Context: an optimization exercise on an open-source flow, tuned for small area. The choices shown serve that exercise and are no tape-out recipe. Only simulation tests tie the RTL to the original design; equivalence was not proved. The clock cells of runs 2 to 5 come from the design's own scripts or RTL, not from TritonCTS. No driver is modelled on the clock port, so clock power and skew are understated where the tree is cut down; a real chip needs a root buffer or a tree. Power is estimated from default activity; no workload was simulated.

**design/flow/flow/run.sh**
```bash
#!/bin/bash
# The standard flow (standard.sh's make line) with these changes:
#  - synthesis: synth_recipe.tcl with a stronger, area-oriented abc script and
#    no half/full adder cells (flow/synth.tcl, flow/abc_area.script)
#  - one tie cell for all constant outputs
#  - port buffers are buf_1
#  - clock tree from larger sink clusters, without dummy loads
# make's full output goes to make.log; ORFS's own per-step logs stay under orfs/logs.
set -euo pipefail
export OWN_WORK=$PWD
export OWN_ABC_SCRIPT=$PWD/flow/abc_area.script
CTS="-sink_clustering_enable -repair_clock_nets -dont_use_dummy_load -sink_clustering_size 30 -sink_clustering_max_diameter 100 -buf_list {sky130_fd_sc_hd__clkbuf_8 sky130_fd_sc_hd__clkbuf_4}"
sed -e "s|\"\${@:-finish}\"|SYNTH_SCRIPT=\$OWN_WORK/flow/synth.tcl ADDER_MAP_FILE= SKIP_REPAIR_TIE_FANOUT=1 BUFFER_PORTS_ARGS='-buffer_cell sky130_fd_sc_hd__buf_1' CTS_ARGS='$CTS' \"\${@:-finish}\"|" standard.sh > own_standard.sh
bash own_standard.sh > make.log 2>&1
```
**design/flow/flow/abc_area.script**
```
strash
&get -n
&deepsyn -T 60
&put
dch -f
map -a
topo
```
**design/flow/flow/synth.tcl**
```tcl
# The standard flow's synthesis (synth_recipe.tcl) with abc run on this flow's own script
# and the half/full adder extraction left out (ADDER_MAP_FILE is empty).
proc abc {args} {
  set i [lsearch -exact $args -script]
  if { $i >= 0 } { lset args [expr { $i + 1 }] $::env(OWN_ABC_SCRIPT) }
  yosys abc {*}$args
}
source $::env(OWN_WORK)/synth_recipe.tcl
```
**design/flow/standard.sh**
```bash
#!/bin/bash
# synth_recipe.tcl (not shown) runs the flow's synth.tcl, then flattens the netlist and writes it again
# the make line also repeats each setting of config.mk as NAME=value (left out here)
make -C /OpenROAD-flow-scripts/flow DESIGN_CONFIG=/design/flow/config.mk WORK_HOME=/design/flow/orfs CLKGATE_MAP_FILE= SYNTH_SCRIPT=/design/flow/synth_recipe.tcl "${@:-finish}"
```
**design/flow/config.mk**
```make
export PLATFORM = sky130hd
export DESIGN_NAME = test_program
export DESIGN_NICKNAME = test_program
export VERILOG_FILES = /design/flow/design.v
export SDC_FILE = /design/flow/constraint.sdc
export NUM_CORES = 4
export LEC_CHECK = 0
export ABC_AREA = 1
export CAP_MARGIN = 20
export CORE_MARGIN = 2
export CORE_UTILIZATION = 70
export SLEW_MARGIN = 20
```
**design/flow/constraint.sdc**
```tcl
create_clock -name core_clock -period 10.0 [get_ports {CLOCK_50}]
set_input_delay 2.0000 -clock core_clock [delete_from_list [all_inputs] [get_ports {CLOCK_50}]]
set_output_delay 2.0000 -clock core_clock [all_outputs]
set_load 0.01 [all_outputs]
```
**design/flow/design.v**
```verilog
module mod_7seg(
    output logic [0:6] o_segments,
    input  logic [3:0] i_value);
  localparam logic [15:0] SEG_A = 16'b0010100000010010;
  localparam logic [15:0] SEG_B = 16'b1101100001100000;
  localparam logic [15:0] SEG_C = 16'b1101000000000100;
  localparam logic [15:0] SEG_D = 16'b1000010010010010;
  localparam logic [15:0] SEG_E = 16'b0000001010111010;
  localparam logic [15:0] SEG_F = 16'b0010000010001110;
  localparam logic [15:0] SEG_G = 16'b0001000010000011;
  assign o_segments = {SEG_A[i_value], SEG_B[i_value], SEG_C[i_value],
                       SEG_D[i_value], SEG_E[i_value], SEG_F[i_value],
                       SEG_G[i_value]};
endmodule
module mod_byte_display(
    output logic [0:6] o_lcd_upper_nibble,
    output logic [0:6] o_lcd_lower_nibble,
    input  logic [7:0] i_value);
  mod_7seg u_lcd_upper(.o_segments(o_lcd_upper_nibble), .i_value(i_value[7:4]));
  mod_7seg u_lcd_lower(.o_segments(o_lcd_lower_nibble), .i_value(i_value[3:0]));
endmodule
module midi_to_freq(
  input logic [7:0] note,
  output logic [15:0] freq);
  localparam logic [15:0] F0 = 16'b0000010010101000;
  localparam logic [15:0] F1 = 16'b0011010101110100;
  localparam logic [15:0] F2 = 16'b0010010010111100;
  localparam logic [15:0] F3 = 16'b0010111011000000;
  localparam logic [15:0] F4 = 16'b0001110110101000;
  localparam logic [15:0] F5 = 16'b0010100100110000;
  localparam logic [15:0] F6 = 16'b0011000111000000;
  localparam logic [15:0] F7 = 16'b0011111000000000;
  localparam logic [15:0] F8 = 16'b0011111111111100;
  wire [3:0] lo = note[3:0];
  wire hit = note[7:4] == 4'h4;
  assign freq = hit ? {7'b0, F8[lo], F7[lo], F6[lo], F5[lo], F4[lo],
                       F3[lo], F2[lo], F1[lo], F0[lo]} : 16'd0;
endmodule
module midi_custom(
    input  logic       clk,
    input  logic       serial,
    input  logic       rst_n,
    output logic [7:0] note,        
    output logic [7:0] note_now);   
    logic [3:0]  ph;
    logic [1:0]  byte_count;
    localparam logic [10:0] SEED = 11'd1972;
    logic [10:0] count;
    localparam logic [10:0] POL = 11'b10101010101;
    logic [10:0] cnt_q;
    assign count = cnt_q ^ POL;
    wire is_bit = ~ph[3];
    wire idle   = ph == 4'd10;
    wire start  = ph == 4'd11;
    wire stop   = ph == 4'd9;
    wire half   = (count & 11'b10110011011) == 11'b10110011011;   
    wire full   = (count & 11'b11111011011) == 11'b11100010011;   
    wire wrap   = byte_count == 2'd3;
    wire adv    = idle ? ~serial : is_bit ? full : (start | stop) ? half : 1'b1;
    wire we     = is_bit & full & (byte_count == 2'd1);
    localparam logic [7:0] SPOL = 8'h22;
    logic [7:0] note_q;
    assign note = note_q ^ SPOL;
    always_comb begin
        note_now = note;
        if (we) note_now[ph[2:0]] = serial;
        if (!rst_n) note_now = 8'b0;
    end
    always_ff @(posedge clk) begin
        note_q <= note_now ^ SPOL;
        cnt_q <= POL ^ ((idle | adv | wrap) ? SEED : {count[9:0], ~(count[10] ^ count[8])});
        if (!rst_n) begin
            ph <= 4'd10;
            byte_count <= 2'd0;
        end else begin
            if (adv) ph <= (ph == 4'd11) ? 4'd0 : ph + 4'd1;
            if (ph == 4'd8) byte_count <= byte_count + 2'd1;
            if (wrap) byte_count <= 2'd0;
        end
    end
endmodule
module leap_in(
    input  logic       clk,
    input  logic       serial,
    input  logic       rst_n,
    output logic [7:0] byte18,
    output logic [7:0] byte19);
    localparam logic [7:0] SPOL = 8'h22;
    logic [7:0] b18_q, b19_q;
    logic [7:0] b18_d, b19_d;
    assign byte18 = b18_q ^ SPOL;
    assign byte19 = b19_q ^ SPOL;
    logic [3:0]  ph;
    logic [4:0]  byte_count;
    localparam logic [10:0] SEED = 11'd1972;
    logic [10:0] count;
    localparam logic [10:0] POL = 11'b10101010101;
    logic [10:0] cnt_q;
    assign count = cnt_q ^ POL;
    wire is_bit = ~ph[3];
    wire idle   = ph == 4'd10;
    wire start  = ph == 4'd11;
    wire stop   = ph == 4'd9;
    wire half   = (count & 11'b10110011011) == 11'b10110011011;   
    wire full   = (count & 11'b11111011011) == 11'b11100010011;   
    wire wrap   = byte_count == 5'd20;
    wire adv    = idle ? ~serial : is_bit ? full : (start | stop) ? half : 1'b1;
    wire we     = is_bit & full;
    always_comb begin
        b18_d = byte18;
        b19_d = byte19;
        if (we && byte_count == 5'd18) b18_d[ph[2:0]] = serial;
        if (we && byte_count == 5'd19) b19_d[ph[2:0]] = serial;
        if (!rst_n) begin
            b18_d = 8'b0;
            b19_d = 8'b0;
        end
    end
    always_ff @(posedge clk) begin
        b18_q <= b18_d ^ SPOL;
        b19_q <= b19_d ^ SPOL;
        cnt_q <= POL ^ ((idle | adv | wrap) ? SEED : {count[9:0], ~(count[10] ^ count[8])});
        if (!rst_n) begin
            ph <= 4'd10;
            byte_count <= 5'd0;
        end else begin
            if (adv) ph <= (ph == 4'd11) ? 4'd0 : ph + 4'd1;
            if (ph == 4'd8) byte_count <= byte_count + 5'd1;
            if (wrap) byte_count <= 5'd0;
        end
    end
endmodule
module test_program(
	input logic CLOCK_50, KEY, SERIAL_IN,
	input logic [6:0] EX_IO,
	output logic [17:0] LEDR,
	output logic debug_out,
	output logic [15:0] o_freq,
	output logic [0:6] o_lcd7_0, o_lcd7_1,o_lcd7_2, o_lcd7_3,o_lcd7_4, o_lcd7_5);
	logic key_d, leap_d, midi_d;
	always_ff @(posedge CLOCK_50) begin
		key_d  <= KEY;
		leap_d <= EX_IO[5];
		midi_d <= EX_IO[6];
	end
	logic [7:0] leap_b18, leap_b19;
	leap_in myleap(
		.clk(CLOCK_50),
		.serial(leap_d),
		.rst_n(key_d),
		.byte18(leap_b18),
		.byte19(leap_b19)
	);
	logic [7:0] note, note_now;
	midi_custom mymidi(
		.clk(CLOCK_50),
		.serial(midi_d),
		.rst_n(key_d),
		.note(note),
		.note_now(note_now)
	);
	assign debug_out = EX_IO[6];
	assign LEDR = 18'b0;
	midi_to_freq get_freq(
		.note(note_now),
		.freq(o_freq)
	);
	mod_byte_display u_7seg_0
		( .o_lcd_upper_nibble(o_lcd7_1),
		.o_lcd_lower_nibble(o_lcd7_0),
		.i_value(leap_b19));
	mod_byte_display u_7seg_1
		( .o_lcd_upper_nibble(o_lcd7_3),
		.o_lcd_lower_nibble(o_lcd7_2),
		.i_value(leap_b18));
	mod_byte_display u_7seg_2
		( .o_lcd_upper_nibble(o_lcd7_5),
		.o_lcd_lower_nibble(o_lcd7_4),
		.i_value(note));
endmodule
```
==> Flow_metrics.wiki, run 1 <==
{| class="wikitable"
! Metric !! Value
|-
| CP max stage delay || about 0.33 ns
|-
| Kind of end point of the critical path || primary output
|-
| Required time at the worst-slack endpoint || 8.00 ns
|-
| CTS tree || done
|-
| Arrival time of data at the critical path endpoint || roughly 3.3 ns
|-
| Shortest period the worst path allows || 5.28 ns
|-
| Fmax || 190 MHz
|-
| Slowest-stage cell, CP || sky130_fd_sc_hd__dfxtp_1
|-
| Standard cell core area || roughly 4700 um^2
|-
| Fin Hold WS || between 0.3 and 0.4 ns
|-
| Setup-violating endpoint count in the final report || 0
|-
| Max Slew Vio Count || 0
|-
| Leakage power figure || 1.37 nW
|-
| Vias/cell || approximately 5.4
|-
| Largest voltage drop on the vdd net || about 210 uV
|-
| Row cnt || 25
|-
| Nets@finish || around 570
|-
| Class of the most critical hold timing path || reg -> reg
|-
| Count of warnings emitted by yosys || 3
|-
| Final hold violations || 0
|-
| XOR/XNOR share of the synthesized area || 0.772%
|-
| Combinational family with the most area after synthesis || simple AND/OR/NAND/NOR gates
|-
| Multi-input gate area || roughly 1600 um^2
|-
| Post-Syn Area per Cell || 6.58 um^2
|-
| Worst-Margin Slew || 0.668 ns
|-
| Hold-fix buffer count after cts || 0
|-
| Worst-Skew Late Latency || approximately 0.33 ns
|-
| Critical path start-end classification || reg -> out
|-
| Global-route wire length before repair || about 11000 um
|-
| Area fraction in compound gates after synthesis || about a fifth
|-
| Layout Skew || between 0.015 and 0.02 ns
|-
| CTS-repair resized insts || 0
|-
| Clock transition at the registers of the reported paths || ~0.070 ns
|-
| Pin count of the biggest net entering global routing || 26
|-
| Max-slew headroom at the worst pin || 55.4%
|-
| Max capacitance violation total || 0
|-
| Synth Cell Area || 3400 um^2
|-
| Max FO, Critical Path || 5
|-
| Number of inserted diodes || 0
|-
| Sequential cell area || ~1300 um^2
|-
| CTS Root Cell || sky130_fd_sc_hd__clkbuf_8
|-
| Max clock buf depth || 2
|-
| Half-perimeter wire length after placement || 5290 um
|-
| Proportion of synthesized chip area in sequential cells || 37.6%
|-
| # DRC || 0
|-
| Area growth from synthesis to final layout || 5.96%
|-
| GRT Resource Usage Total || 25.9%
|-
| Setup repair after global routing missed its margin || false
|-
| Yosys reg bits || 64
|-
| Fraction of the mapped netlist area in simple logic gates || between 20% and 30%
|-
| Vias || ~3300
|-
| Setup Buffers After CTS || 0
|-
| Antenna violations before repair || 0
|-
| Syn nets || roughly 530
|-
| Number of DRC markers in iteration 0 || between 150 and 200
|-
| Startpoint type of the worst setup path || flop
|-
| Most frequently used flop master after synthesis || sky130_fd_sc_hd__dfxtp_1
|-
| Number of distinct library cells after synthesis || 32
|-
| Share of synthesized flip-flops with an asynchronous set or reset || 0%
|-
| Routed length per instance || between 10 and 15 um
|-
| Sum of internal, switching and leakage power || between 500 and 600 uW
|-
| Sum of overflow across all layers after global routing || 0
|-
| Register-to-Register Path Depth || 9
|-
| Total clock buffers created by CTS || 9
|-
| Die outline area || around 5400 um^2
|-
| # IOs || 87
|-
| Fin Setup TNS || 0 ns
|-
| Total number of clock tree sinks || 64
|-
| Post-Synth Adder-Cell Area || 0%
|-
| Crit path top cell by count || sky130_fd_sc_hd__nand2_1
|-
| Status || finished clean
|-
| Port bufs || 55
|-
| Mux share of post-synthesis cell area || 0%
|-
| Syn Inst Count || between 500 and 600
|-
| Die X-Extent || around 74 um
|-
| Count of cells along the worst hold path || 1
|-
| Post-DRT Antenna Nets || 0
|-
| Final worst-path cycle share || around 53%
|-
| Critical path cell sequence || nor3b_1 > and2_2 > clkinv_1 > nor3_1 > nand2_1 > nor3_1 > nand2_1 > o21ai_0 > clkinv_1 > nor2_1 > nand2_1 > clkinv_1 > nand2_1 > or2_2 > o21ai_0 > nand3_1 > nand2_1 > clkinv_1 > nand2_1 > nand3_1 > o21ai_0 > buf_1
|-
| Number of enable-type register cells in the synthesized netlist || 0
|-
| Vias in the first global route || roughly 2700
|-
| Total iterations of the first detailed-routing run || 4
|-
| Total of fill cells in the finished design || between 300 and 400
|-
| P per Cell Area || between 150 and 200 nW/um^2
|-
| Number of levels the H-tree was split into || 3
|-
| Starting Density || slightly above 70%
|-
| Fraction of layout cells with a size suffix above 1 || 2.88%
|-
| Routed wire length || roughly 6900 um
|-
| Routability Congestion || 0.888
|-
| Die H || 73.7 um
|}
[through the flow]
step | instances | setup WS, ns | area, um^2 | utilization (%)
floorplan | 517 | 5.32 | 3400 | -
detailed placement | 600 | 5.07 | 3480 | 74.2
global placement | 600 | 5.14 | 3480 | 74.2
CTS | 609 | 4.68 | 3610 | 76.9
global route | 609 | 4.21 | 3610 | 76.9
finish | 609 | 4.72 | 3610 | 76.9
[sequential cells by signal (all words and copies together), names as in the netlist]
signal             cells
leap_d                 1
mymidi.note_q          8
mymidi.cnt_q          11
myleap.cnt_q          11
myleap.b18_q           8
mymidi.byte_count      2
myleap.b19_q           8
mymidi.ph              4
myleap.byte_count      5
midi_d                 1
myleap.ph              4
key_d                  1
[cell usage after synthesis (2+ instances only)]
cell | n | area share [%]
sky130_fd_sc_hd__nor3_1 | 25 | 3.7
sky130_fd_sc_hd__dfxtp_1 | 64 | 38
sky130_fd_sc_hd__nand4_1 | 3 | 0.55
sky130_fd_sc_hd__and2_2 | 2 | 0.44
sky130_fd_sc_hd__a21oi_1 | 31 | 4.6
sky130_fd_sc_hd__nor2_1 | 94 | 10
sky130_fd_sc_hd__buf_4 | 26 | 5.7
sky130_fd_sc_hd__nand2_1 | 83 | 9.2
sky130_fd_sc_hd__clkinv_1 | 81 | 8.9
sky130_fd_sc_hd__or2_2 | 3 | 0.55
sky130_fd_sc_hd__nor3b_1 | 2 | 0.44
sky130_fd_sc_hd__a22oi_1 | 2 | 0.44
sky130_fd_sc_hd__a211oi_1 | 5 | 1.1
sky130_fd_sc_hd__nand3_1 | 13 | 1.9
sky130_fd_sc_hd__o31ai_1 | 10 | 2.2
sky130_fd_sc_hd__o22ai_1 | 2 | 0.37
sky130_fd_sc_hd__xnor2_1 | 2 | 0.51
sky130_fd_sc_hd__o21ai_0 | 55 | 8.1
[cell families (layout without fill, tap and decap cells)]
group                  count (synthesis)  after routing
other                                  1              1
buffers and inverters                107            145
AND/OR/NAND/NOR                      226            226
AO/OA/AOI/OAI                        116            116
flip-flops                            64             64
XOR/XNOR                               3              3
[worst max-delay path, delay by kind of cell, from the launching register on]
family	cells	cell delay, ns
and+or+nand+nor	14	1.87
buffers and inverters	5	0.47
DFF	1	0.33
AOI/OAI and AO/OA	3	0.28
[worst paths after layout]
path,to,start,slack [ns]
max,o_freq[5],mymidi.cnt_q[1]$_SDFF_PP0_,4.72
min,mymidi.cnt_q[6]$_DFF_P_,mymidi.cnt_q[5]$_SDFF_PP1_,0.38
max reg2reg,mymidi.cnt_q[2]$_DFF_P_,mymidi.cnt_q[1]$_SDFF_PP0_,7.72
min reg2reg,mymidi.cnt_q[6]$_DFF_P_,mymidi.cnt_q[5]$_SDFF_PP1_,0.38
[final cells by class]
| cell class | count | area share, % |
|---|---|---|
| Multi-Input combinational cell | 346 | 45.0 |
| Timing Repair Buffer | 55 | 5.73 |
| Tap cell | 54 | 1.87 |
| Sequential cell | 64 | 35.5 |
| Clock buffer | 9 | 3.44 |
| Inverter | 81 | 8.43 |
[report_power, final]
group          total (mW)  internal (mW)  switching (mW)
logic              0.0861         0.0241          0.0620
clock network       0.159         0.0797          0.0792
registers           0.307          0.283          0.0242
total               0.552          0.387           0.165
[cell usage in the layout (no fill, tap or decap), drive strengths merged, types with 2 or more instances in the layout]
cell type / Yosys / layout
nor3b: 2 / 2
and2: 2 / 2
nor2: 94 / 94
clkbuf: 0 / 9
o31ai: 10 / 10
a22oi: 2 / 2
o22ai: 2 / 2
xnor2: 2 / 2
nand3: 13 / 13
a211oi: 5 / 5
a21oi: 31 / 31
nor3: 25 / 25
or2: 3 / 3
nand2: 83 / 83
nand4: 3 / 3
dfxtp: 64 / 64
o21ai: 55 / 55
clkinv: 81 / 81
buf: 26 / 55
[layer usage]
| layer | GRT usage, % | vias up | wire (um) | part of all wire (%) |
|---|---|---|---|---|
| met2 | 42.6 | 92 | 3120 | 45 |
| met1 | 33.3 | 1450 | 3290 | 48 |
| met5 | 0 | - | 0 | 0 |
| met4 | 9.29 | 0 | 99 | 1.4 |
| met3 | 6.04 | 12 | 359 | 5.2 |
| li1 | - | 1758 | - | - |
==> run 2: changes to the inputs <==
==> design/flow/flow/run.sh (replaced) <==
#!/bin/bash
# The standard flow (standard.sh's make line) with these changes:
#  - synthesis: synth_recipe.tcl with a stronger, area-oriented abc script and
#    no half/full adder cells (flow/synth.tcl, flow/abc_area.script)
#  - one tie cell for all constant outputs
#  - port buffers are buf_1
#  - a one-level clock tree: a few clock buffers, each driving the
#    flip-flops near it (flow/clock_tree.tcl), in place of TritonCTS's tree
# make's full output goes to make.log; ORFS's own per-step logs stay under orfs/logs.
set -euo pipefail
export OWN_WORK=$PWD
export OWN_ABC_SCRIPT=$PWD/flow/abc_area.script
export OWN_CLK_GROUPS=4
export OWN_CLK_BUF=sky130_fd_sc_hd__clkbuf_8
sed -e "s|\"\${@:-finish}\"|SYNTH_SCRIPT=\$OWN_WORK/flow/synth.tcl ADDER_MAP_FILE= SKIP_REPAIR_TIE_FANOUT=1 BUFFER_PORTS_ARGS='-buffer_cell sky130_fd_sc_hd__buf_1' PRE_CTS_TCL=\$OWN_WORK/flow/clock_tree.tcl \"\${@:-finish}\"|" standard.sh > own_standard.sh
bash own_standard.sh > make.log 2>&1
==> design/flow/flow/clock_tree.tcl (new file) <==
# PRE_CTS_TCL hook: a one-level clock tree. The flip-flops are split into
# OWN_CLK_GROUPS groups by position (k-means); each group gets one
# OWN_CLK_BUF placed at its centre, driven straight from the clock port.
# clock_tree_synthesis is then made a no-op for the rest of cts.tcl.
set block [ord::get_db_block]
set clk_net [$block findNet CLOCK_50]
set sinks {}
foreach it [$clk_net getITerms] {
  set inst [$it getInst]
  lassign [$inst getLocation] x y
  set m [$inst getMaster]
  set cx [expr { ($x + [$m getWidth] / 2.0) / 1000.0 }]
  set cy [expr { ($y + [$m getHeight] / 2.0) / 1000.0 }]
  lappend sinks [list "[$inst getName]/[[$it getMTerm] getName]" $cx $cy]
}
set k $::env(OWN_CLK_GROUPS)
# start the centres spread along x
set sorted [lsort -real -index 1 $sinks]
set n [llength $sorted]
set cents {}
for { set i 0 } { $i < $k } { incr i } {
  set s [lindex $sorted [expr { int(($i + 0.5) * $n / $k) }]]
  lappend cents [list [lindex $s 1] [lindex $s 2]]
}
for { set iter 0 } { $iter < 50 } { incr iter } {
  set groups [lrepeat $k {}]
  foreach s $sinks {
    set best 0
    set bd 1e30
    for { set i 0 } { $i < $k } { incr i } {
      lassign [lindex $cents $i] cx cy
      set d [expr { ([lindex $s 1] - $cx) ** 2 + ([lindex $s 2] - $cy) ** 2 }]
      if { $d < $bd } { set bd $d; set best $i }
    }
    lset groups $best [concat [lindex $groups $best] [list $s]]
  }
  set cents {}
  foreach g $groups {
    set sx 0; set sy 0
    foreach s $g { set sx [expr { $sx + [lindex $s 1] }]; set sy [expr { $sy + [lindex $s 2] }] }
    set c [llength $g]
    if { $c == 0 } { set c 1 }
    lappend cents [list [expr { $sx / $c }] [expr { $sy / $c }]]
  }
}
for { set i 0 } { $i < $k } { incr i } {
  set g [lindex $groups $i]
  if { [llength $g] == 0 } { continue }
  set pins {}
  foreach s $g { lappend pins [get_pins [lindex $s 0]] }
  lassign [lindex $cents $i] cx cy
  puts "own clock tree: buffer $i drives [llength $g] sinks at ($cx, $cy)"
  insert_buffer -buffer_cell $::env(OWN_CLK_BUF) -net CLOCK_50 -load_pins $pins \
    -location [list $cx $cy] -buffer_name clkbuf_own_$i -net_name clknet_own_$i
}
set_propagated_clock [all_clocks]
proc clock_tree_synthesis { args } { puts "clock_tree_synthesis skipped: own clock tree in place" }
==> run 2 against run 1 <==
Compared with the run above:
- global-route usage is 2.2 points lower
- maximum frequency grew 3.2%
- cell area is 1.9% lower
- cell count fell by 0.82%
- routed wire length shrank 2.0%
==> Flow_metrics.wiki, run 2 <==
{| class="wikitable"
! Metric !! Value
|-
| Most common cell after layout, fill and taps aside || sky130_fd_sc_hd__nor2_1
|-
| Number of distinct library cells after synthesis || 32
|-
| Combinational family with the most area after synthesis || simple AND/OR/NAND/NOR gates
|-
| Synth area leaders || sky130_fd_sc_hd__dfxtp_1 (38%), sky130_fd_sc_hd__nor2_1 (10%), sky130_fd_sc_hd__nand2_1 (9.2%), sky130_fd_sc_hd__clkinv_1 (8.9%), sky130_fd_sc_hd__o21ai_0 (8.1%)
|-
| Setup-violating endpoint count in the final report || 0
|-
| Setup Buffers After CTS || 0
|-
| Startpoint type of the worst setup path || flop
|-
| Arrival time of data at the critical path endpoint || about 3.1 ns
|-
| Top cell type's share of synthesized area || between 30% and 40%
|-
| # DRC || 0
|-
| Post-place instance area || ~3500 um^2
|-
| Synth cell count leaders || sky130_fd_sc_hd__nor2_1 (94), sky130_fd_sc_hd__nand2_1 (83), sky130_fd_sc_hd__clkinv_1 (81), sky130_fd_sc_hd__dfxtp_1 (64), sky130_fd_sc_hd__o21ai_0 (55)
|-
| Area fraction in compound gates after synthesis || about a fifth
|-
| Count of warnings emitted by yosys || 3
|-
| Die outline area || 5440 um^2
|-
| Post-DRT Antenna Nets || 0
|-
| Max capacitance violation total || 0
|-
| Routability Congestion || between 0.8 and 0.9
|-
| Routed length per instance || around 11 um
|-
| Origin of the worst setup path || mymidi.cnt_q[1]$_SDFF_PP0_
|-
| Reg-to-reg critical path startpoint || mymidi.cnt_q[1]$_SDFF_PP0_
|-
| Layout Skew || around 0.024 ns
|-
| Worst flop-to-flop path endpoint || mymidi.cnt_q[2]$_DFF_P_
|-
| Fraction of the mapped netlist area in simple logic gates || a little over a quarter
|-
| Vias/cell || around 5.4
|-
| Die X-Extent || between 70 and 80 um
|-
| Required time at the worst-slack endpoint || roughly 8 ns
|-
| Largest voltage drop on the vdd net || 134 uV
|-
| Final worst-path cycle share || between 50% and 60%
|-
| Buf/Inv on CP || 5
|-
| Area growth from synthesis to final layout || 3.93%
|-
| Worst-Margin Slew || around 0.65 ns
|-
| Total non-filler cell area in the finished layout || 3540 um^2
|-
| Reg2reg setup slack || between 7 and 8 ns
|-
| Leakage power figure || ~1.3 nW
|-
| Global-route wire length before repair || between 10000 and 15000 um
|-
| P per Cell Area || approximately 140 nW/um^2
|-
| Yosys reg bits || 64
|-
| Shortest period the worst path allows || between 5 and 6 ns
|-
| Class of the most critical hold timing path || reg -> reg
|-
| Final hold violations || 0
|-
| Cell family with most CP delay || simple AND/OR/NAND/NOR gates
|-
| Sum of overflow across all layers after global routing || 0
|-
| Most frequently used flop master after synthesis || sky130_fd_sc_hd__dfxtp_1
|-
| Number of enable-type register cells in the synthesized netlist || 0
|-
| Total iterations of the first detailed-routing run || 4
|-
| Count of cells along the worst hold path || 1
|-
| Die H || 73.7 um
|-
| Crit path top cell by count || sky130_fd_sc_hd__nand2_1
|-
| Status || finished clean
|-
| Pin count of the biggest net entering global routing || 26
|-
| CP max stage delay || 0.34 ns
|-
| Post-Synth Adder-Cell Area || 0%
|-
| Leading cell types in the layout, fill and taps excluded || sky130_fd_sc_hd__nor2_1 (94), sky130_fd_sc_hd__nand2_1 (83), sky130_fd_sc_hd__clkinv_1 (81)
|-
| Standard cell core area || ~4700 um^2
|-
| Share of synthesized flip-flops with an asynchronous set or reset || 0%
|-
| Number of inserted diodes || 0
|-
| Routed wire length || 6730 um
|-
| Setup repair after global routing missed its margin || false
|-
| Number of DRC markers in iteration 0 || between 150 and 200
|-
| Fraction of layout cells with a size suffix above 1 || 2.00%
|-
| Vias in the first global route || 2628
|-
| Syn nets || 527
|-
| Critical path start-end classification || reg -> out
|-
| # IOs || 87
|-
| Fin Setup TNS || 0 ns
|-
| Slowest-stage cell, CP || sky130_fd_sc_hd__dfxtp_1
|-
| Clock transition at the registers of the reported paths || about 0.10 ns
|-
| Critical path cell sequence || nor3b_1 > and2_2 > clkinv_1 > nor3_1 > nand2_1 > nor3_1 > nand2_1 > o21ai_0 > clkinv_1 > nor2_1 > nand2_1 > clkinv_1 > nand2_1 > or2_2 > o21ai_0 > nand3_1 > nand2_1 > clkinv_1 > nand2_1 > nand3_1 > o21ai_0 > buf_1
|-
| GRT Resource Usage Total || 23.8%
|-
| Starting Density || 72.5%
|-
| XOR/XNOR share of the synthesized area || less than 1%
|-
| Critical hold path startpoint || mymidi.cnt_q[5]$_SDFF_PP1_
|-
| Half-perimeter wire length after placement || about 5300 um
|-
| Syn Inst Count || about 520
|-
| Proportion of synthesized chip area in sequential cells || 37.6%
|-
| Max-slew headroom at the worst pin || ~56%
|-
| Mux share of post-synthesis cell area || 0%
|-
| Max Slew Vio Count || 0
|-
| Synth Cell Area || roughly 3400 um^2
|-
| Leading registers by flop count || myleap.cnt_q: 11 flops, mymidi.cnt_q: 11 flops
|-
| Post-Syn Area per Cell || approximately 6.6 um^2
|-
| Antenna violations before repair || 0
|-
| Max FO, Critical Path || 5
|-
| Cell type with the highest aggregate area in the netlist || sky130_fd_sc_hd__dfxtp_1
|-
| Port bufs || 55
|-
| Vias || about 3300
|-
| Kind of end point of the critical path || primary output
|-
| Hold-fix buffer count after cts || 0
|-
| Hold path endpoint || mymidi.cnt_q[6]$_DFF_P_
|-
| Fmax || 196 MHz
|-
| Nets@finish || between 500 and 600
|-
| Row cnt || 25
|-
| Register-to-Register Path Depth || 9
|-
| Worst-Skew Late Latency || ~0.16 ns
|-
| Most frequently used cell type in the post-synthesis netlist || sky130_fd_sc_hd__nor2_1
|-
| CTS-repair resized insts || 0
|}
-- run 2: kinds of logic after synthesis --
| group | after synthesis |
|---|---|
| AO/OA/AOI/OAI | 116 |
| XOR/XNOR | 3 |
| buffers and inverters | 107 |
| flip-flops | 64 |
| other | 1 |
| AND/OR/NAND/NOR | 226 |
-- run 2: per-layer routing --
metal / up-vias / track usage [%] / wire length, um
met4: 0 / 3.03 / 34
li1: 1750 / - / -
met3: 6 / 1.51 / 336
met5: - / 0 / 0
met2: 88 / 42.2 / 3140
met1: 1442 / 32.6 / 3230
-- run 2: area by class of cell, clock buffers not listed --
type | instances | area [um^2]
Timing Repair Buffer | 55 | 206
Sequential cell | 64 | 1280
Tap cell | 54 | 67.6
Multi-Input combinational cell | 346 | 1620
Fill cell | 399 | 1150
Inverter | 81 | 304
-- run 2: metrics by stage --
step	setup slack, ns	power (mW)	hold slack [ns]	instances	util (%)
3_5_place_dp	5.07	0.397	0.364	600	74.2
3_3_place_gp	5.14	0.393	0.359	600	74.2
5_1_grt	4.38	0.515	0.408	604	75.4
6_report	4.89	0.489	0.383	604	75.4
2_1_floorplan	5.32	0.381	0.352	517	-
4_1_cts	4.86	0.491	0.389	604	75.4
-- run 2: worst register-to-register path, delay by kind of cell, from the launching register on --
family	cells	cell delay, ns
buffers and inverters	3	0.51
AOI/OAI and AO/OA	3	0.92
and+or+nand+nor	3	0.47
DFF	1	0.32
-- run 2: report_power, final --
group	internal, mW	leakage, nW	switching, mW	total, mW
Combinational	0.0241	0.778	0.0616	0.0857
Sequential	0.283	0.523	0.0239	0.306
Clock	0.0370	0.0288	0.0597	0.0967
Total	0.344	1.33	0.145	0.489
-- run 2: worst max-delay path by stage --
stage                     end  slack [ns]  cells past startpoint
floorplan           o_freq[5]        5.32                     20
global placement    o_freq[5]        5.14                     22
detailed placement  o_freq[5]        5.07                     22
CTS                 o_freq[5]        4.86                     22
global route        o_freq[5]        4.38                     21
finish              o_freq[5]        4.89                     22
==> run 3: changes to the inputs <==
--- a/design/flow/flow/run.sh
+++ b/design/flow/flow/run.sh
@@ -10,7 +10,7 @@
 set -euo pipefail
 export OWN_WORK=$PWD
 export OWN_ABC_SCRIPT=$PWD/flow/abc_area.script
-export OWN_CLK_GROUPS=4
-export OWN_CLK_BUF=sky130_fd_sc_hd__clkbuf_8
+export OWN_CLK_GROUPS=2
+export OWN_CLK_BUF=sky130_fd_sc_hd__clkbuf_16
 sed -e "s|\"\${@:-finish}\"|SYNTH_SCRIPT=\$OWN_WORK/flow/synth.tcl ADDER_MAP_FILE= SKIP_REPAIR_TIE_FANOUT=1 BUFFER_PORTS_ARGS='-buffer_cell sky130_fd_sc_hd__buf_1' PRE_CTS_TCL=\$OWN_WORK/flow/clock_tree.tcl \"\${@:-finish}\"|" standard.sh > own_standard.sh
 bash own_standard.sh > make.log 2>&1
==> run 3 against run 2 <==
Compared with the run above:
- die area did not move
- hold slack improved by 0.0037 ns
- synthesized cell count is the same
- clock power down 0.7%
- total power hardly changed
- sequential share of layout area up 0.051 points
- synthesized area unchanged
- global-route usage decreased by 0.14 points
- critical path type unchanged
==> Flow_metrics.wiki, run 3 <==
{| class="wikitable"
! Metric !! Value
|-
| Arrival time of data at the critical path endpoint || ~3.1 ns
|-
| Standard cell core area || between 4000 and 5000 um^2
|-
| Max Slew Vio Count || 0
|-
| Post-Syn Area per Cell || between 6 and 7 um^2
|-
| Die X-Extent || ~74 um
|-
| Synth cell count leaders || sky130_fd_sc_hd__nor2_1 (94), sky130_fd_sc_hd__nand2_1 (83), sky130_fd_sc_hd__clkinv_1 (81), sky130_fd_sc_hd__dfxtp_1 (64), sky130_fd_sc_hd__o21ai_0 (55)
|-
| Most frequently used cell type in the post-synthesis netlist || sky130_fd_sc_hd__nor2_1
|-
| Syn nets || approximately 530
|-
| Buf/Inv on CP || 5
|-
| Pin count of the biggest net entering global routing || 36
|-
| Number of inserted diodes || 0
|-
| Number of enable-type register cells in the synthesized netlist || 0
|-
| Die H || 73.7 um
|-
| GRT Resource Usage Total || a little under a quarter
|-
| Final hold violations || 0
|-
| Area growth from synthesis to final layout || 3.79%
|-
| Routability Congestion || between 0.8 and 0.9
|-
| # IOs || 87
|-
| Port bufs || 55
|-
| Fmax || 195 MHz
|-
| Worst-Skew Late Latency || ~0.17 ns
|-
| Setup repair after global routing missed its margin || false
|-
| Die outline area || ~5400 um^2
|-
| Sum of internal, switching and leakage power || approximately 490 uW
|-
| Post-DRT Antenna Nets || 0
|-
| Largest voltage drop on the vdd net || ~230 uV
|-
| Vias || between 3000 and 4000
|-
| Routed length per instance || 11.2 um
|-
| Cell type with the highest aggregate area in the netlist || sky130_fd_sc_hd__dfxtp_1
|-
| Worst-Margin Slew || 0.663 ns
|-
| Global-route wire length before repair || between 10000 and 15000 um
|-
| Leading cell types in the layout, fill and taps excluded || sky130_fd_sc_hd__nor2_1 (94), sky130_fd_sc_hd__nand2_1 (83), sky130_fd_sc_hd__clkinv_1 (81)
|-
| Required time at the worst-slack endpoint || 8.00 ns
|-
| Row cnt || 25
|-
| Fin Setup TNS || 0 ns
|-
| Cell family with most CP delay || simple AND/OR/NAND/NOR gates
|-
| Number of DRC markers in iteration 0 || 189
|-
| Synth Cell Area || roughly 3400 um^2
|-
| CP max stage delay || 0.35 ns
|-
| Most common cell after layout, fill and taps aside || sky130_fd_sc_hd__nor2_1
|-
| Vias in the first global route || approximately 2600
|-
| Shortest period the worst path allows || 5.12 ns
|-
| Synth area leaders || sky130_fd_sc_hd__dfxtp_1 (38%), sky130_fd_sc_hd__nor2_1 (10%), sky130_fd_sc_hd__nand2_1 (9.2%), sky130_fd_sc_hd__clkinv_1 (8.9%), sky130_fd_sc_hd__o21ai_0 (8.1%)
|-
| Class of the most critical hold timing path || reg -> reg
|-
| Total iterations of the first detailed-routing run || 4
|-
| Antenna violations before repair || 0
|-
| Leading registers by flop count || myleap.cnt_q: 11 flops, mymidi.cnt_q: 11 flops
|-
| Most frequently used flop master after synthesis || sky130_fd_sc_hd__dfxtp_1
|-
| Fraction of layout cells with a size suffix above 1 || 1.64%
|-
| Share of synthesized flip-flops with an asynchronous set or reset || 0%
|-
| Critical path cell sequence || nor3b_1 > and2_2 > clkinv_1 > nor3_1 > nand2_1 > nor3_1 > nand2_1 > o21ai_0 > clkinv_1 > nor2_1 > nand2_1 > clkinv_1 > nand2_1 > or2_2 > o21ai_0 > nand3_1 > nand2_1 > clkinv_1 > nand2_1 > nand3_1 > o21ai_0 > buf_1
|-
| Top cell type's share of synthesized area || 37.6%
|-
| Final core utilization || about 75%
|-
| Clock transition at the registers of the reported paths || approximately 0.11 ns
|-
| Setup-violating endpoint count in the final report || 0
|-
| Sum of overflow across all layers after global routing || 0
|-
| Setup Buffers After CTS || 0
|-
| Startpoint type of the worst setup path || flop
|-
| Half-perimeter wire length after placement || 5290 um
|-
| Post-place instance area || about 3500 um^2
|-
| Proportion of synthesized chip area in sequential cells || around 38%
|-
| # DRC || 0
|-
| Count of warnings emitted by yosys || 3
|-
| Max FO, Critical Path || 5
|-
| P per Cell Area || 138 nW/um^2
|-
| Max capacitance violation total || 0
|-
| Leakage power figure || roughly 1.3 nW
|-
| Kind of end point of the critical path || primary output
|-
| Crit path top cell by count || sky130_fd_sc_hd__nand2_1
|-
| Hold-fix buffer count after cts || 0
|-
| Fin Hold WS || approximately 0.39 ns
|-
| Status || finished clean
|-
| Starting Density || a little over 70%
|-
| Layout Skew || about 0.012 ns
|-
| Final worst-path cycle share || about half
|-
| CTS-repair resized insts || 0
|-
| Nets@finish || 560
|-
| Number of distinct library cells after synthesis || 32
|-
| Vias/cell || between 5 and 6
|-
| Yosys reg bits || between 60 and 70
|-
| Slowest-stage cell, CP || sky130_fd_sc_hd__dfxtp_1
|-
| Max-slew headroom at the worst pin || between 50% and 60%
|-
| Total non-filler cell area in the finished layout || roughly 3500 um^2
|-
| Critical path start-end classification || reg -> out
|-
| Syn Inst Count || 517
|-
| Routed wire length || just under 7000 um
|}
run 3: cell counts after synthesis:
Identical to the previous run, type by type.
run 3: cell families (layout without fill, tap and decap cells):
group / Yosys count / after routing / synth area share [%]
AO/OA/AOI/OAI: 116 / 116 / 19.5
flip-flops: 64 / 64 / 37.6
XOR/XNOR: 3 / 3 / 0.772
AND/OR/NAND/NOR: 226 / 226 / 27.3
other: 1 / 1 / 0.110
buffers and inverters: 107 / 138 / 14.7
run 3: per-layer routing:
metal | GRT usage, % | routed length [um] | vias to the layer above
li1 | - | - | 1752
met5 | 0 | 0 | -
met1 | 33.0 | 3230 | 1426
met3 | 1.51 | 315 | 5
met4 | 2.22 | 40 | 0
met2 | 41.7 | 3130 | 86
run 3: power breakdown:
group / switching (mW) / internal [mW] / total, mW
combinational: 0.0618 / 0.0241 / 0.0860
clock: 0.0588 / 0.0372 / 0.0960
sequential: 0.0241 / 0.283 / 0.307
run 3: path summary, 6_finish.rpt:
path                                   start                      end  slack (ns)  cells after the start
setup / recovery  mymidi.cnt_q[1]$_SDFF_PP0_                o_freq[5]        4.88                     22
hold / removal    mymidi.cnt_q[5]$_SDFF_PP1_  mymidi.cnt_q[6]$_DFF_P_        0.39                      1
setup reg to reg  mymidi.cnt_q[1]$_SDFF_PP0_  mymidi.cnt_q[2]$_DFF_P_        7.71                      9
hold reg to reg   mymidi.cnt_q[5]$_SDFF_PP1_  mymidi.cnt_q[6]$_DFF_P_        0.39                      1
run 3: metrics by stage:
stage,std cells,setup WS (ns)
floorplan,517,5.32
global placement,600,5.14
detailed placement,600,5.07
CTS,602,4.84
global route,602,4.36
finish,602,4.88
run 3: area by class of cell, clock buffers not listed:
cell class | instances | area (um^2)
multi-input cells | 346 | 1620
flip-flops and latches | 64 | 1280
fillers | 394 | 1160
inverters | 81 | 304
repair buffers | 55 | 206
well taps | 54 | 67.6
==> run 4: changes to the inputs <==
--- a/design/flow/design.v
+++ b/design/flow/design.v
@@ -46,9 +46,6 @@
     logic [1:0]  byte_count;
     localparam logic [10:0] SEED = 11'd1972;
     logic [10:0] count;
-    localparam logic [10:0] POL = 11'b10101010101;
-    logic [10:0] cnt_q;
-    assign count = cnt_q ^ POL;
     wire is_bit = ~ph[3];
     wire idle   = ph == 4'd10;
     wire start  = ph == 4'd11;
@@ -58,17 +55,14 @@
     wire wrap   = byte_count == 2'd3;
     wire adv    = idle ? ~serial : is_bit ? full : (start | stop) ? half : 1'b1;
     wire we     = is_bit & full & (byte_count == 2'd1);
-    localparam logic [7:0] SPOL = 8'h22;
-    logic [7:0] note_q;
-    assign note = note_q ^ SPOL;
     always_comb begin
         note_now = note;
         if (we) note_now[ph[2:0]] = serial;
         if (!rst_n) note_now = 8'b0;
     end
     always_ff @(posedge clk) begin
-        note_q <= note_now ^ SPOL;
-        cnt_q <= POL ^ ((idle | adv | wrap) ? SEED : {count[9:0], ~(count[10] ^ count[8])});
+        note  <= note_now;
+        count <= (idle | adv | wrap) ? SEED : {count[9:0], ~(count[10] ^ count[8])};
         if (!rst_n) begin
             ph <= 4'd10;
             byte_count <= 2'd0;
@@ -85,18 +79,10 @@
     input  logic       rst_n,
     output logic [7:0] byte18,
     output logic [7:0] byte19);
-    localparam logic [7:0] SPOL = 8'h22;
-    logic [7:0] b18_q, b19_q;
-    logic [7:0] b18_d, b19_d;
-    assign byte18 = b18_q ^ SPOL;
-    assign byte19 = b19_q ^ SPOL;
     logic [3:0]  ph;
     logic [4:0]  byte_count;
     localparam logic [10:0] SEED = 11'd1972;
     logic [10:0] count;
-    localparam logic [10:0] POL = 11'b10101010101;
-    logic [10:0] cnt_q;
-    assign count = cnt_q ^ POL;
     wire is_bit = ~ph[3];
     wire idle   = ph == 4'd10;
     wire start  = ph == 4'd11;
@@ -106,27 +92,19 @@
     wire wrap   = byte_count == 5'd20;
     wire adv    = idle ? ~serial : is_bit ? full : (start | stop) ? half : 1'b1;
     wire we     = is_bit & full;
-    always_comb begin
-        b18_d = byte18;
-        b19_d = byte19;
-        if (we && byte_count == 5'd18) b18_d[ph[2:0]] = serial;
-        if (we && byte_count == 5'd19) b19_d[ph[2:0]] = serial;
-        if (!rst_n) begin
-            b18_d = 8'b0;
-            b19_d = 8'b0;
-        end
-    end
     always_ff @(posedge clk) begin
-        b18_q <= b18_d ^ SPOL;
-        b19_q <= b19_d ^ SPOL;
-        cnt_q <= POL ^ ((idle | adv | wrap) ? SEED : {count[9:0], ~(count[10] ^ count[8])});
+        count <= (idle | adv | wrap) ? SEED : {count[9:0], ~(count[10] ^ count[8])};
         if (!rst_n) begin
             ph <= 4'd10;
             byte_count <= 5'd0;
+            byte18 <= 8'b0;
+            byte19 <= 8'b0;
         end else begin
             if (adv) ph <= (ph == 4'd11) ? 4'd0 : ph + 4'd1;
             if (ph == 4'd8) byte_count <= byte_count + 5'd1;
             if (wrap) byte_count <= 5'd0;
+            if (we && byte_count == 5'd18) byte18[ph[2:0]] <= serial;
+            if (we && byte_count == 5'd19) byte19[ph[2:0]] <= serial;
         end
     end
 endmodule
--- a/design/flow/flow/run.sh
+++ b/design/flow/flow/run.sh
@@ -10,7 +10,7 @@
 set -euo pipefail
 export OWN_WORK=$PWD
 export OWN_ABC_SCRIPT=$PWD/flow/abc_area.script
-export OWN_CLK_GROUPS=2
-export OWN_CLK_BUF=sky130_fd_sc_hd__clkbuf_16
+export OWN_CLK_GROUPS=4
+export OWN_CLK_BUF=sky130_fd_sc_hd__clkbuf_8
 sed -e "s|\"\${@:-finish}\"|SYNTH_SCRIPT=\$OWN_WORK/flow/synth.tcl ADDER_MAP_FILE= SKIP_REPAIR_TIE_FANOUT=1 BUFFER_PORTS_ARGS='-buffer_cell sky130_fd_sc_hd__buf_1' PRE_CTS_TCL=\$OWN_WORK/flow/clock_tree.tcl \"\${@:-finish}\"|" standard.sh > own_standard.sh
 bash own_standard.sh > make.log 2>&1
==> run 4 against run 3 <==
Compared with the run above:
- still clean
- critical path depth shrank 5
- first-iteration DRC count is 10% lower
- total power grew 2.5%
- highest routed layer unchanged
==> Flow_metrics.wiki, run 4 <==
{| class="wikitable"
! Metric !! Value
|-
| Die X-Extent || 74.3 um
|-
| Total iterations of the first detailed-routing run || 4
|-
| Final core utilization || about 76%
|-
| Syn nets || 540
|-
| Routability Congestion || just over 0.8
|-
| Combinational family with the most area after synthesis || simple AND/OR/NAND/NOR gates
|-
| Post-DRT Antenna Nets || 0
|-
| Port bufs || 55
|-
| Leading registers by flop count || myleap.count: 11 flops, mymidi.count: 11 flops
|-
| Final hold violations || 0
|-
| Number of enable-type register cells in the synthesized netlist || 0
|-
| Synth Cell Area || 3460 um^2
|-
| Synth area leaders || sky130_fd_sc_hd__dfxtp_1 (37%), sky130_fd_sc_hd__nor2_1 (11%), sky130_fd_sc_hd__clkinv_1 (10%), sky130_fd_sc_hd__o21ai_0 (9.0%), sky130_fd_sc_hd__nand2_1 (7.1%)
|-
| Clock transition at the registers of the reported paths || between 0.1 and 0.15 ns
|-
| Shortest period the worst path allows || roughly 5.3 ns
|-
| Most common cell after layout, fill and taps aside || sky130_fd_sc_hd__nor2_1
|-
| Fraction of the mapped netlist area in simple logic gates || a little over a quarter
|-
| Max capacitance violation total || 0
|-
| CP max stage delay || approximately 0.36 ns
|-
| Synth cell count leaders || sky130_fd_sc_hd__nor2_1 (99), sky130_fd_sc_hd__clkinv_1 (94), sky130_fd_sc_hd__nand2_1 (65), sky130_fd_sc_hd__dfxtp_1 (64), sky130_fd_sc_hd__o21ai_0 (62)
|-
| Critical path cell sequence || nand2_1 > nor3_1 > nand4_1 > clkinv_1 > nand2_1 > nor2_1 > clkinv_1 > nor3_1 > nand2_1 > o21ai_0 > clkinv_1 > a31oi_1 > nand2_1 > a31oi_1 > nand2_1 > o31ai_1 > buf_1
|-
| Setup repair after global routing missed its margin || false
|-
| Standard cell core area || 4750 um^2
|-
| Routed wire length || just under 7000 um
|-
| Area growth from synthesis to final layout || 4.34%
|-
| Fmax || between 150 and 200 MHz
|-
| Required time at the worst-slack endpoint || 8.00 ns
|-
| Post-placement worst setup slack || 4.96 ns
|-
| Global-route wire length before repair || between 10000 and 15000 um
|-
| Critical path start-end classification || reg -> out
|-
| Worst-Skew Late Latency || between 0.15 and 0.2 ns
|-
| Largest voltage drop on the vdd net || 164 uV
|-
| Number of DRC markers in iteration 0 || 170
|-
| CTS-repair resized insts || 0
|-
| Hold-fix buffer count after cts || 0
|-
| Most frequently used flop master after synthesis || sky130_fd_sc_hd__dfxtp_1
|-
| Starting Density || about 73%
|-
| Setup Buffers After CTS || 0
|-
| Die outline area || ~5500 um^2
|-
| XOR/XNOR share of the synthesized area || 0%
|-
| Worst-Margin Slew || ~0.64 ns
|-
| Status || finished clean
|-
| Final worst-path cycle share || a little over half
|-
| Crit path top cell by count || sky130_fd_sc_hd__nand2_1
|-
| Top cell type's share of synthesized area || between 30% and 40%
|-
| Routed length on met3 || 309 um
|-
| Fin Setup TNS || 0 ns
|-
| Count of warnings emitted by yosys || 3
|-
| # DRC || 0
|-
| Cell type with the highest aggregate area in the netlist || sky130_fd_sc_hd__dfxtp_1
|-
| Share of synthesized flip-flops with an asynchronous set or reset || 0%
|-
| P per Cell Area || ~140 nW/um^2
|-
| Reg2reg setup slack || 7.76 ns
|-
| Most frequently used cell type in the post-synthesis netlist || sky130_fd_sc_hd__nor2_1
|-
| GRT Resource Usage Total || ~24%
|-
| Class of the most critical hold timing path || reg -> reg
|-
| Uppermost metal layer occupied by signal nets || met4
|-
| Mux share of post-synthesis cell area || 0%
|-
| Yosys reg bits || between 60 and 70
|-
| Routed length per instance || 10.7 um
|-
| Max FO, Critical Path || 6
|-
| Max-slew headroom at the worst pin || 56.6%
|-
| Arrival time of data at the critical path endpoint || 3.26 ns
|-
| Startpoint type of the worst setup path || flop
|-
| Setup-violating endpoint count in the final report || 0
|-
| Number of inserted diodes || 0
|-
| Fin Hold WS || just over 0.4 ns
|-
| Nets@finish || 575
|-
| Die H || roughly 74 um
|-
| Vias || approximately 3400
|-
| Fraction of layout cells with a size suffix above 1 || roughly 2.7%
|-
| Antenna violations before repair || 0
|-
| Number of distinct library cells after synthesis || 27
|-
| Count of placed standard cells in the final layout, fillers left out || 630
|-
| Proportion of synthesized chip area in sequential cells || between 30% and 40%
|-
| Sum of overflow across all layers after global routing || 0
|-
| Post-Synth Adder-Cell Area || 0%
|-
| Total non-filler cell area in the finished layout || 3610 um^2
|-
| Leading cell types in the layout, fill and taps excluded || sky130_fd_sc_hd__nor2_1 (99), sky130_fd_sc_hd__clkinv_1 (94), sky130_fd_sc_hd__nand2_1 (65)
|-
| Sum of internal, switching and leakage power || approximately 500 uW
|-
| Post-Syn Area per Cell || roughly 6.5 um^2
|-
| Pin count of the biggest net entering global routing || 26
|-
| Met1 routed wirelength after detailed routing || around 3200 um
|-
| Vias in the first global route || around 2800
|-
| Post-layout worst setup margin || ~4.7 ns
|-
| Dpl cells || between 600 and 700
|-
| Half-perimeter wire length after placement || ~5300 um
|-
| Kind of end point of the critical path || primary output
|-
| Met2 wire length || approximately 3200 um
|-
| Max Slew Vio Count || 0
|-
| Layout Skew || 0.0234 ns
|-
| Total of fill cells in the finished design || 413
|-
| # IOs || 87
|-
| Leakage power figure || 1.33 nW
|-
| Post-place instance area || ~3600 um^2
|-
| Syn Inst Count || between 500 and 600
|-
| Vias/cell || 5.34
|-
| Area fraction in compound gates after synthesis || about a fifth
|-
| Row cnt || 25
|-
| Slowest-stage cell, CP || sky130_fd_sc_hd__dfxtp_1
|}
==> run 4: layout make-up, clock buffers not listed <==
cell class	count	area, um^2	area share (%)
inverter	94	353	9.78
multi-input combinational	346	1630	45.1
sequential	64	1280	35.5
tap	67	83.8	2.32
timing repair buffer	55	206	5.73
==> run 4: final timing paths <==
path	endpoint	cells after the start	startpoint
worst max-delay path	o_freq[5]	17	mymidi.count[8]$_SDFF_PP1_
worst min-delay path	mymidi.count[3]$_SDFF_PP0_	2	mymidi.count[2]$_SDFF_PP1_
worst max register to register	myleap.ph[2]$_SDFFE_PN0P_	14	myleap.count[8]$_SDFF_PP1_
worst min register to register	mymidi.count[3]$_SDFF_PP0_	2	mymidi.count[2]$_SDFF_PP1_
==> run 4: logic make-up after synthesis <==
kind of cell,Yosys count
AOI/OAI and AO/OA,129
buffers and inverters,120
DFF,64
other,1
and+or+nand+nor,216
==> run 4: worst max-delay path: cells and delay by family, from the launching register on <==
| kind | cells | cell delay, ns |
|---|---|---|
| and+or+nand+nor | 9 | 1.26 |
| buffers and inverters | 4 | 0.59 |
| AOI/OAI and AO/OA | 4 | 0.90 |
| DFF | 1 | 0.36 |
==> run 4: report_power, final <==
part	internal, mW	switching [mW]	total (mW)
logic	0.0292	0.0712	0.100
clock network	0.0370	0.0598	0.0968
registers	0.283	0.0206	0.304
==> run 4: layer usage <==
layer  track usage, %  vias up
li1                 -     1797
met1             32.6     1476
met2             45.1       85
met3             1.49        5
met4             2.58        0
met5                0        -
==> run 5: changes to the inputs <==
==> design/flow/design.v (replaced) <==
module mod_7seg(
    output logic [0:6] o_segments,
    input  logic [3:0] i_value_q);
  wire [3:0] w = i_value_q;
  wire _00_;
  wire _01_;
  wire _02_;
  wire _03_;
  wire _04_;
  wire _05_;
  wire _06_;
  wire _07_;
  wire _08_;
  wire _09_;
  wire _10_;
  wire _11_;
  wire _12_;
  wire _13_;
  wire _14_;
  assign _00_ = (~(w[2]));
  assign _01_ = (~(_00_)) | (~(w[1]));
  assign _02_ = (~(w[0])&~(_00_)) | (~(_01_));
  assign _03_ = (~(w[3]));
  assign _04_ = (~(w[0]));
  assign _05_ = (~(w[1])&~(_04_)) | (~(w[2]));
  assign _06_ = (~(w[1])&~(w[2])) | (~(_05_));
  assign _07_ = (~(w[0])&~(_03_)) | (~(_06_));
  assign _08_ = (~(_07_));
  assign _09_ = (~(w[1])) | (~(w[2]));
  assign _10_ = (~(_09_)&~(w[3])) | (~(_04_)&~(w[3]));
  assign _11_ = (~(_10_)) | (~(_02_));
  assign o_segments[3] = (~(_02_)&~(_08_)) | (~(_11_));
  assign o_segments[0] = (~(_03_)&~(_07_)) | (~(_11_));
  assign _12_ = (~(w[1])&~(_03_)) | (~(w[2])&~(_03_));
  assign _13_ = (~(_05_)&~(o_segments[0]));
  assign o_segments[5] = (~(w[1])&~(_12_)&~(_13_)) | (~(_04_)&~(_12_)&~(_13_));
  assign _14_ = (~(_12_)&~(_13_));
  assign o_segments[1] = (~(_00_)&~(_14_)) | (~(_07_)&~(_14_));
  assign o_segments[4] = (~(_04_)&~(_01_)) | (~(_04_)&~(w[3])) | (~(_09_)&~(_01_)) | (~(_09_)&~(w[3]));
  assign o_segments[6] = (~(_12_)&~(_08_));
  assign o_segments[2] = ((o_segments[1])&(_07_)) | ((_04_)&(o_segments[5]));
endmodule
module mod_byte_display(
    output logic [0:6] o_lcd_upper_nibble,
    output logic [0:6] o_lcd_lower_nibble,
    input  logic [7:0] i_value_q);
  mod_7seg u_lcd_upper(.o_segments(o_lcd_upper_nibble), .i_value_q(i_value_q[7:4]));
  mod_7seg u_lcd_lower(.o_segments(o_lcd_lower_nibble), .i_value_q(i_value_q[3:0]));
endmodule
module midi_to_freq(
  input logic [7:0] note,
  output logic [15:0] freq);
  localparam logic [15:0] F0 = 16'b0000010010101000;
  localparam logic [15:0] F1 = 16'b0011010101110100;
  localparam logic [15:0] F2 = 16'b0010010010111100;
  localparam logic [15:0] F3 = 16'b0010111011000000;
  localparam logic [15:0] F4 = 16'b0001110110101000;
  localparam logic [15:0] F5 = 16'b0010100100110000;
  localparam logic [15:0] F6 = 16'b0011000111000000;
  localparam logic [15:0] F7 = 16'b0011111000000000;
  localparam logic [15:0] F8 = 16'b0011111111111100;
  wire [3:0] lo = note[3:0];
  wire hit = note[7:4] == 4'h4;
  assign freq = hit ? {7'b0, F8[lo], F7[lo], F6[lo], F5[lo], F4[lo],
                       F3[lo], F2[lo], F1[lo], F0[lo]} : 16'd0;
endmodule
module midi_custom(
    input  logic       clk,
    input  logic       serial,
    input  logic       rst_n,
    output logic [7:0] note_q,      
    output logic [7:0] note_now);   
    logic [3:0]  ph;
    logic [1:0]  byte_count;
    localparam logic [10:0] SEED = 11'd1972;
    logic [10:0] count;
    localparam logic [10:0] POL = 11'b10101010101;
    logic [10:0] cnt_q;
    assign count = cnt_q ^ POL;
    wire is_bit = ~ph[3];
    wire idle   = ph == 4'd10;
    wire start  = ph == 4'd11;
    wire stop   = ph == 4'd9;
    wire half   = (count & 11'b10110011011) == 11'b10110011011;   
    wire full   = (count & 11'b11111011011) == 11'b11100010011;   
    wire wrap   = byte_count == 2'd3;
    wire adv    = idle ? ~serial : is_bit ? full : (start | stop) ? half : 1'b1;
    wire we     = is_bit & full & (byte_count == 2'd1);
    localparam logic [7:0] SPOL = 8'h22;
    logic [7:0] note;
    assign note = note_q ^ SPOL;
    always_comb begin
        note_now = note;
        if (we) note_now[ph[2:0]] = serial;
        if (!rst_n) note_now = 8'b0;
    end
    always_ff @(posedge clk) begin
        note_q <= note_now ^ SPOL;
        cnt_q <= POL ^ ((idle | adv | wrap) ? SEED : {count[9:0], ~(count[10] ^ count[8])});
        if (!rst_n) begin
            ph <= 4'd10;
            byte_count <= 2'd0;
        end else begin
            if (adv) ph <= (ph == 4'd11) ? 4'd0 : ph + 4'd1;
            if (ph == 4'd8) byte_count <= byte_count + 2'd1;
            if (wrap) byte_count <= 2'd0;
        end
    end
endmodule
module leap_in(
    input  logic       clk,
    input  logic       serial,
    input  logic       rst_n,
    output logic [7:0] b18_q,      
    output logic [7:0] b19_q);     
    localparam logic [7:0] SPOL = 8'h22;
    logic [7:0] byte18, byte19;
    logic [7:0] b18_d, b19_d;
    assign byte18 = b18_q ^ SPOL;
    assign byte19 = b19_q ^ SPOL;
    logic [3:0]  ph;
    logic [4:0]  byte_count;
    localparam logic [10:0] SEED = 11'd1972;
    logic [10:0] count;
    localparam logic [10:0] POL = 11'b10101010101;
    logic [10:0] cnt_q;
    assign count = cnt_q ^ POL;
    wire is_bit = ~ph[3];
    wire idle   = ph == 4'd10;
    wire start  = ph == 4'd11;
    wire stop   = ph == 4'd9;
    wire half   = (count & 11'b10110011011) == 11'b10110011011;   
    wire full   = (count & 11'b11111011011) == 11'b11100010011;   
    wire wrap   = byte_count == 5'd20;
    wire adv    = idle ? ~serial : is_bit ? full : (start | stop) ? half : 1'b1;
    wire we     = is_bit & full;
    always_comb begin
        b18_d = byte18;
        b19_d = byte19;
        if (we && byte_count == 5'd18) b18_d[ph[2:0]] = serial;
        if (we && byte_count == 5'd19) b19_d[ph[2:0]] = serial;
        if (!rst_n) begin
            b18_d = 8'b0;
            b19_d = 8'b0;
        end
    end
    always_ff @(posedge clk) begin
        b18_q <= b18_d ^ SPOL;
        b19_q <= b19_d ^ SPOL;
        cnt_q <= POL ^ ((idle | adv | wrap) ? SEED : {count[9:0], ~(count[10] ^ count[8])});
        if (!rst_n) begin
            ph <= 4'd10;
            byte_count <= 5'd0;
        end else begin
            if (adv) ph <= (ph == 4'd11) ? 4'd0 : ph + 4'd1;
            if (ph == 4'd8) byte_count <= byte_count + 5'd1;
            if (wrap) byte_count <= 5'd0;
        end
    end
endmodule
module test_program(
	input logic CLOCK_50, KEY, SERIAL_IN,
	input logic [6:0] EX_IO,
	output logic [17:0] LEDR,
	output logic debug_out,
	output logic [15:0] o_freq,
	output logic [0:6] o_lcd7_0, o_lcd7_1,o_lcd7_2, o_lcd7_3,o_lcd7_4, o_lcd7_5);
	logic key_d, leap_d, midi_d;
	always_ff @(posedge CLOCK_50) begin
		key_d  <= KEY;
		leap_d <= EX_IO[5];
		midi_d <= EX_IO[6];
	end
	logic [7:0] leap_b18, leap_b19;   
	leap_in myleap(
		.clk(CLOCK_50),
		.serial(leap_d),
		.rst_n(key_d),
		.b18_q(leap_b18),
		.b19_q(leap_b19)
	);
	logic [7:0] note, note_now;   
	midi_custom mymidi(
		.clk(CLOCK_50),
		.serial(midi_d),
		.rst_n(key_d),
		.note_q(note),
		.note_now(note_now)
	);
	assign debug_out = EX_IO[6];
	assign LEDR = 18'b0;
	midi_to_freq get_freq(
		.note(note_now),
		.freq(o_freq)
	);
	mod_byte_display u_7seg_0
		( .o_lcd_upper_nibble(o_lcd7_1),
		.o_lcd_lower_nibble(o_lcd7_0),
		.i_value_q(leap_b19));
	mod_byte_display u_7seg_1
		( .o_lcd_upper_nibble(o_lcd7_3),
		.o_lcd_lower_nibble(o_lcd7_2),
		.i_value_q(leap_b18));
	mod_byte_display u_7seg_2
		( .o_lcd_upper_nibble(o_lcd7_5),
		.o_lcd_lower_nibble(o_lcd7_4),
		.i_value_q(note));
endmodule
--- a/design/flow/flow/run.sh
+++ b/design/flow/flow/run.sh
@@ -10,7 +10,7 @@
 set -euo pipefail
 export OWN_WORK=$PWD
 export OWN_ABC_SCRIPT=$PWD/flow/abc_area.script
-export OWN_CLK_GROUPS=4
-export OWN_CLK_BUF=sky130_fd_sc_hd__clkbuf_8
+export OWN_CLK_GROUPS=2
+export OWN_CLK_BUF=sky130_fd_sc_hd__clkbuf_16
 sed -e "s|\"\${@:-finish}\"|SYNTH_SCRIPT=\$OWN_WORK/flow/synth.tcl ADDER_MAP_FILE= SKIP_REPAIR_TIE_FANOUT=1 BUFFER_PORTS_ARGS='-buffer_cell sky130_fd_sc_hd__buf_1' PRE_CTS_TCL=\$OWN_WORK/flow/clock_tree.tcl \"\${@:-finish}\"|" standard.sh > own_standard.sh
 bash own_standard.sh > make.log 2>&1
==> run 5 against run 4 <==
Compared with the run above:
- still clean
- first-iteration DRC count fell by 3.5%
- cell area fell by 1.1%
- critical path depth fell by 6
- synthesized area fell by 1.0%
- setup slack got worse by 0.32 ns
- sequential cell count did not move
- maximum frequency fell by 5.7%
- largest cell class unchanged
==> Flow_metrics.wiki, run 5 <==
{| class="wikitable"
! Metric !! Value
|-
| Proportion of synthesized chip area in sequential cells || between 30% and 40%
|-
| Reg2reg setup slack || slightly below 8 ns
|-
| Routed wire length || 6820 um
|-
| Global-route wire length before repair || 11700 um
|-
| Syn nets || between 500 and 600
|-
| Critical path cell sequence || clkinv_1 > nor2_1 > clkinv_1 > a211oi_1 > nand2_1 > nor2_1 > nand2_1 > o21a_1 > o21ai_0 > and2_2 > buf_1
|-
| Most frequently used flop master after synthesis || sky130_fd_sc_hd__dfxtp_1
|-
| Buf/Inv on CP || 3
|-
| Most common cell after layout, fill and taps aside || sky130_fd_sc_hd__nor2_1
|-
| Half-perimeter wire length after placement || 5460 um
|-
| Setup Buffers After CTS || 0
|-
| Top cell type's share of synthesized area || between 30 and 40%
|-
| Nets@finish || 569
|-
| Worst-Skew Late Latency || 0.17 ns
|-
| CTS-repair resized insts || 0
|-
| Global-route track usage on met1 || between 30% and 40%
|-
| Status || finished clean
|-
| Sum of internal, switching and leakage power || between 500 and 600 uW
|-
| Synth area leaders || sky130_fd_sc_hd__dfxtp_1 (37%), sky130_fd_sc_hd__nor2_1 (11%), sky130_fd_sc_hd__clkinv_1 (9.3%), sky130_fd_sc_hd__nand2_1 (9.1%), sky130_fd_sc_hd__o21ai_0 (7.9%)
|-
| Shortest period the worst path allows || 5.58 ns
|-
| Layout Skew || 0.0129 ns
|-
| Count of warnings emitted by yosys || 3
|-
| Cell family with most CP delay || simple AND/OR/NAND/NOR gates
|-
| Fin Setup TNS || 0 ns
|-
| Total iterations of the first detailed-routing run || 4
|-
| Total non-filler cell area in the finished layout || between 3000 and 4000 um^2
|-
| Synth Cell Area || 3420 um^2
|-
| Synth cell count leaders || sky130_fd_sc_hd__nor2_1 (97), sky130_fd_sc_hd__clkinv_1 (85), sky130_fd_sc_hd__nand2_1 (83), sky130_fd_sc_hd__dfxtp_1 (64), sky130_fd_sc_hd__o21ai_0 (54)
|-
| Post-Syn Area per Cell || 6.50 um^2
|-
| Starting Density || between 70 and 80%
|-
| GRT Resource Usage Total || about a quarter
|-
| Max capacitance violation total || 0
|-
| Post-place instance area || 3510 um^2
|-
| Largest voltage drop on the vdd net || around 200 uV
|-
| Number of DRC markers in iteration 0 || 164
|-
| Fraction of layout cells with a size suffix above 1 || about 1.6%
|-
| Area growth from synthesis to final layout || 4.24%
|-
| Class of the most critical hold timing path || reg -> reg
|-
| Required time at the worst-slack endpoint || 8.00 ns
|-
| GR peak layer || met2
|-
| Startpoint type of the worst setup path || flop
|-
| # DRC || 0
|-
| Most frequently used cell type in the post-synthesis netlist || sky130_fd_sc_hd__nor2_1
|-
| Standard cell core area || 4720 um^2
|-
| Antenna violations before repair || 0
|-
| Die X-Extent || 73.9 um
|-
| Syn Inst Count || 526
|-
| Setup repair after global routing missed its margin || false
|-
| Met2 demand-to-capacity share in global routing || 48.3%
|-
| Max FO, Critical Path || 19
|-
| Hold-fix buffer count after cts || 0
|-
| Sum of overflow across all layers after global routing || 0
|-
| Fmax || ~180 MHz
|-
| # IOs || between 80 and 90
|-
| CP max stage delay || 0.69 ns
|-
| Critical path start-end classification || reg -> out
|-
| Number of distinct library cells after synthesis || 28
|-
| Final hold violations || 0
|-
| Met3 usage in global routing || 1.37%
|-
| Worst-Margin Slew || approximately 0.56 ns
|-
| Share of synthesized flip-flops with an asynchronous set or reset || 0%
|-
| Die H || 73.9 um
|-
| Pin count of the biggest net entering global routing || 35
|-
| Max-slew headroom at the worst pin || 62.8%
|-
| Port bufs || 55
|-
| Post-DRT Antenna Nets || 0
|-
| Final worst-path cycle share || a little under three fifths
|-
| Vias in the first global route || ~2900
|-
| Vias || between 3000 and 4000
|-
| Max Slew Vio Count || 0
|-
| Leading cell types in the layout, fill and taps excluded || sky130_fd_sc_hd__nor2_1 (97), sky130_fd_sc_hd__clkinv_1 (85), sky130_fd_sc_hd__nand2_1 (83)
|}
-- run 5: kinds of logic (layout without fill, tap and decap cells) --
| kind of cell | count (synthesis) | in the layout | synth area share (%) |
|---|---|---|---|
| XOR/XNOR | 1 | 1 | 0.256 |
| buffers and inverters | 111 | 142 | 15.0 |
| other | 1 | 1 | 0.110 |
| AO/OA/AOI/OAI | 117 | 117 | 19.1 |
| AND/OR/NAND/NOR | 232 | 232 | 28.0 |
| flip-flops | 64 | 64 | 37.5 |
-- run 5: path summary, 6_finish.rpt --
check | startpoint | to | cells past startpoint
hold reg to reg | myleap.cnt_q[5]$_SDFF_PP1_ | myleap.cnt_q[6]$_DFF_P_ | 1
hold / removal | myleap.cnt_q[5]$_SDFF_PP1_ | myleap.cnt_q[6]$_DFF_P_ | 1
setup reg to reg | key_d$_DFF_P_ | mymidi.note_q[4]$_DFF_P_ | 4
setup / recovery | key_d$_DFF_P_ | o_freq[0] | 11
-- run 5: area by class of cell, clock buffers not listed --
type	count	area, um^2	share of cell area (%)
multi-input cells	351	1620	45.6
flip-flops and latches	64	1280	35.9
inverters	85	319	8.95
repair buffers	55	206	5.79
well taps	67	83.8	2.35
-- run 5: stage by stage --
step / util [%] / std cells / setup WS, ns
6_report: 75.5 / 624 / 4.42
5_1_grt: 75.5 / 624 / 4.14
4_1_cts: 75.5 / 624 / 4.47
3_5_place_dp: 74.4 / 622 / 4.68
3_3_place_gp: 74.4 / 622 / 4.80
2_1_floorplan: - / 526 / 5.42
-- run 5: power by group --
part / leakage [nW] / internal (mW) / switching [mW]
Clock: 0.0246 / 0.0372 / 0.0580
Sequential: 0.523 / 0.302 / 0.0342
Combinational: 0.776 / 0.0398 / 0.0954
Total: 1.32 / 0.379 / 0.188
-- run 5: routing by layer --
layer / vias to the layer above / share of wire, %
li1: 1772 / -
met1: 1482 / 46
met2: 79 / 50
met3: 2 / 3.0
met4: 0 / 0.48
met5: - / 0

Check on run 5: ideal ports give 4.420 ns setup slack; a clkbuf_16 on the clock port and buf_2 on the inputs give 4.374 ns; moving port delays by the midpoint clock arrival (0.211 ns) as well gives 4.585 ns.
